Context: an optimization exercise on an open-source flow, tuned for small area, a short achievable clock period and few clock cycles per item. The choices shown serve that exercise and are no tape-out recipe. Power and IR drop assume default switching activity.

==> module multiply_n_divide_top, before the edit <==
module multiply_n_divide_top(clk, reset, a_in, b_in, m_d, start, result, ready);
    input [63:0] a_in, b_in;
    input clk, reset, start, m_d;
    output ready;
    output [128:0] result;
    function [6:0] len64;
        input [63:0] x;
        integer i;
        begin
            len64 = 7'd0;
            for (i = 0; i < 64; i = i + 1)
                if (x[i]) len64 = i + 1;
        end
    endfunction
    reg [63:0] H, L, Y;                            
    reg [5:0]  idx;
    reg        mb, g, op_mul, busy, setup;
    assign ready  = ~busy;
    assign result = {1'b0, H, L};
    reg  [6:0] la, lb;
    reg  [7:0] kd;                                 
    always @(posedge clk) begin
        la <= len64(a_in);
        lb <= len64(b_in);
        kd <= {1'b0, len64(a_in)} - {1'b0, len64(b_in)};
    end
    wire       sw_r    = lb < la;                  
    wire [6:0] m_i     = sw_r ? lb : la;
    wire       m0_r    = (m_i == 7'd0);
    wire       m1_r    = (m_i == 7'd1);
    wire [5:0] mi_r    = m_i[5:0] - 6'd2;          
    wire [5:0] kr_i    = kd[5:0] | 6'd7;
    wire [5:0] la1_i   = la[5:0] - 6'd1;
    wire       bz_i    = (lb == 7'd0);
    wire       use_la  = la1_i <= kr_i;
    wire       alb_r   = kd[7] & ~bz_i;            
    wire [5:0] s0_r    = bz_i ? 6'd63 : (use_la ? la1_i : kr_i);
    reg  [63:0] r0;
    reg         d0_r;
    always @* begin
        case (kd[5:3])
            3'd0: begin r0 = {8'd0,  a_in[63:8]};  d0_r = a_in[7];  end
            3'd1: begin r0 = {16'd0, a_in[63:16]}; d0_r = a_in[15]; end
            3'd2: begin r0 = {24'd0, a_in[63:24]}; d0_r = a_in[23]; end
            3'd3: begin r0 = {32'd0, a_in[63:32]}; d0_r = a_in[31]; end
            3'd4: begin r0 = {40'd0, a_in[63:40]}; d0_r = a_in[39]; end
            3'd5: begin r0 = {48'd0, a_in[63:48]}; d0_r = a_in[47]; end
            3'd6: begin r0 = {56'd0, a_in[63:56]}; d0_r = a_in[55]; end
            default: begin r0 = 64'd0; d0_r = a_in[63]; end
        endcase
        if (bz_i) begin
            r0 = 64'd0;
            d0_r = a_in[63];
        end else if (use_la) begin
            r0 = 64'd0;
            d0_r = 1'b1;
        end
    end
    wire        ysel = op_mul & sw_r;
    wire [63:0] ydin = ysel ? a_in : b_in;         
    wire [63:0] src  = ysel ? b_in : a_in;         
    wire run_n = op_mul ? ~(m0_r | m1_r) : ~alb_r;
    wire       last   = (idx == 6'd0);
    wire [5:0] idx_nx = setup ? mi_r : idx - 6'd1;
    wire       mb_nx  = (setup & ~op_mul) ? d0_r : src[idx_nx];
    wire [64:0] xa = {L, mb & ~op_mul};
    wire [64:0] xb = {~op_mul, Y & {64{g}}};
    wire [66:0] s1 = {1'b0, xa, 1'b1} + {1'b0, xb, ~op_mul};
    wire [65:0] s  = s1[66:1];
    wire        co = s[65];                        
    wire [63:0] rem = (co | op_mul) ? s[63:0] : xa[63:0];
    wire [62:0] hp1 = H[62:0] + 63'd1;
    wire [62:0] hsh = (co & op_mul) ? hp1 : H[62:0];
    always @(posedge clk) begin
        Y <= op_mul ? ydin : ~b_in;
        if (reset) begin
            busy  <= 1'b0;
            setup <= 1'b0;
        end else if (!busy) begin
            if (start) begin
                busy   <= 1'b1;
                setup  <= 1'b1;
                op_mul <= m_d;
            end
        end else begin
            setup <= 1'b0;
            if (setup ? !run_n : last) busy <= 1'b0;
            idx <= setup & ~op_mul ? s0_r : idx_nx;
            mb  <= mb_nx;
            g   <= mb_nx | ~op_mul;
            if (setup) begin
                H <= (alb_r & ~op_mul) ? a_in : 64'd0;
                L <= op_mul ? (m0_r ? 64'd0 : ydin) : r0;
            end else if (op_mul | !last) begin
                H <= {hsh, op_mul ? s[64] : co};
                L <= rem;
            end else begin
                H <= rem;
                L <= {H[62:0], co};
            end
        end
    end
endmodule
clock: 4.5 ns
lec_check: 0
cap_margin: 20
core_margin: 2
core_utilization: 40
setup_slack_margin: 0.1
slew_margin: 20
buffer_ports_args: -buffer_cell sky130_fd_sc_hd__buf_1
standard.sh (not shown) runs the stock make flow with config.mk's settings and CLKGATE_MAP_FILE= SYNTH_SCRIPT=/design/flow/synth_recipe.tcl, a recipe that flattens the netlist after the stock synthesis.
==> flow/flow/run.sh <==
#!/bin/bash
set -e
export BUFFER_PORTS_ARGS="-buffer_cell sky130_fd_sc_hd__buf_1"
echo 'export BUFFER_PORTS_ARGS = -buffer_cell sky130_fd_sc_hd__buf_1' >> config.mk
bash standard.sh finish > standard_sh.log 2>&1
Then changed:
==> flow/design.v (replaced) <==
module multiply_n_divide_top(clk, reset, a_in, b_in, m_d, start, result, ready);
    input [63:0] a_in, b_in;
    input clk, reset, start, m_d;
    output ready;
    output [128:0] result;
    function [6:0] len64;
        input [63:0] x;
        integer i;
        begin
            len64 = 7'd0;
            for (i = 0; i < 64; i = i + 1)
                if (x[i]) len64 = i + 1;
        end
    endfunction
    reg [63:0] H, L, Y;                            
    reg [5:0]  idx;
    reg        mb, op_mul, busy, setup;
    assign ready  = ~busy;
    assign result = {1'b0, H, L};
    reg  [6:0] la, lb;
    always @(posedge clk) begin
        la <= len64(a_in);
        lb <= len64(b_in);
    end
    wire       sw_r    = lb < la;                  
    wire [6:0] m_i     = sw_r ? lb : la;
    wire       m0_r    = (m_i == 7'd0);
    wire       m1_r    = (m_i == 7'd1);
    wire [5:0] mi_r    = m_i[5:0] - 6'd2;          
    wire [6:0] k_i     = la - lb;
    wire [5:0] kr_i    = k_i[5:0] | 6'd15;
    wire [5:0] la1_i   = la[5:0] - 6'd1;
    wire       bz_i    = (lb == 7'd0);
    wire       use_la  = la1_i <= kr_i;
    wire       alb_r   = (la < lb) & ~bz_i;        
    wire [5:0] s0_r    = bz_i ? 6'd63 : (use_la ? la1_i : kr_i);
    wire [1:0] kq_r    = bz_i ? 2'd3 : k_i[5:4];
    wire       d0_r    = bz_i ? a_in[63] : (use_la ? 1'b1 : a_in[kr_i]);
    wire        ysel = op_mul & sw_r;
    wire [63:0] ydin = ysel ? a_in : b_in;         
    wire [63:0] src  = ysel ? b_in : a_in;         
    reg  [63:0] r0;
    always @* begin
        case (kq_r)
            2'd0: r0 = {16'd0, a_in[63:16]};
            2'd1: r0 = {32'd0, a_in[63:32]};
            2'd2: r0 = {48'd0, a_in[63:48]};
            default: r0 = 64'd0;
        endcase
    end
    wire run_n = op_mul ? ~(m0_r | m1_r) : ~alb_r;
    wire       last   = (idx == 6'd0);
    wire [5:0] idx_nx = setup ? mi_r : idx - 6'd1;
    wire       mb_nx  = (setup & ~op_mul) ? d0_r : src[idx_nx];
    wire [64:0] xa = {L, mb & ~op_mul};
    wire [64:0] xb = {~op_mul, Y};
    wire [66:0] s1 = {1'b0, xa, 1'b1} + {1'b0, xb, ~op_mul};
    wire [65:0] s  = s1[66:1];
    wire        co = s[65];                        
    wire [63:0] rem = (co | op_mul) ? s[63:0] : xa[63:0];
    wire [62:0] hp1 = H[62:0] + 63'd1;
    wire [62:0] hsh = (co & op_mul) ? hp1 : H[62:0];
    always @(posedge clk) begin
        Y <= op_mul ? (ydin & {64{mb_nx}}) : ~b_in;
        if (reset) begin
            busy  <= 1'b0;
            setup <= 1'b0;
        end else if (!busy) begin
            if (start) begin
                busy   <= 1'b1;
                setup  <= 1'b1;
                op_mul <= m_d;
            end
        end else begin
            setup <= 1'b0;
            if (setup ? !run_n : last) busy <= 1'b0;
            idx <= setup & ~op_mul ? s0_r : idx_nx;
            mb  <= mb_nx;
            if (setup) begin
                H <= (alb_r & ~op_mul) ? a_in : 64'd0;
                L <= op_mul ? (m0_r ? 64'd0 : ydin) : r0;
            end else if (op_mul | !last) begin
                H <= {hsh, op_mul ? s[64] : co};
                L <= rem;
            end else begin
                H <= rem;
                L <= {H[62:0], co};
            end
        end
    end
endmodule
The new run produced a clean layout. Total power went up by 7.8%. Area after synthesis went down by 5.2%. Cell count went down by 9.6%. Routed wire length went down by 5.4%. Design area went down by 6.0%. Die area went down by 5.1%. Sequential power barely changes. Core utilization went down by 0.59 points. Worst setup slack gets better by 0.034 ns. Via count went down by 7.9%. Combinational power went up by 27%. Worst hold slack gets better by 0.037 ns.
No run of this note included a check of the RTL's function; only the layout flow was run.

[re-timing with driven ports]
How much do the figures lean on ideal ports? The routed layouts below were timed once more, with nothing changed but the port constraints.
Step 1 (the two cells are an assumption about what drives the block):
set clk [get_ports {clk}]
set_driving_cell -lib_cell sky130_fd_sc_hd__clkbuf_16 $clk
set_driving_cell -lib_cell sky130_fd_sc_hd__buf_2 [delete_from_list [all_inputs] $clk]
Step 2 moves the port delays by t, midway between the first and last clock arrival at a register: inputs arrive t later, outputs are due t later. That takes back most of the time a late clock gives input paths.
Three values: ideal, step 1, step 2; two values: the first two.
run	t, ns	slack for setup (ns)	worst setup path after step 2
the first run	0.663	0.136 / 0.136 / -0.151	input to register
the second run	0.645	0.171 / 0.171 / 0.171	register to register
Met with ideal ports but missed after step 2: setup timing in the first run. The setup slack of the first run, which loses most, moves by 0.000 ns with the drivers and by -0.287 ns with both steps.
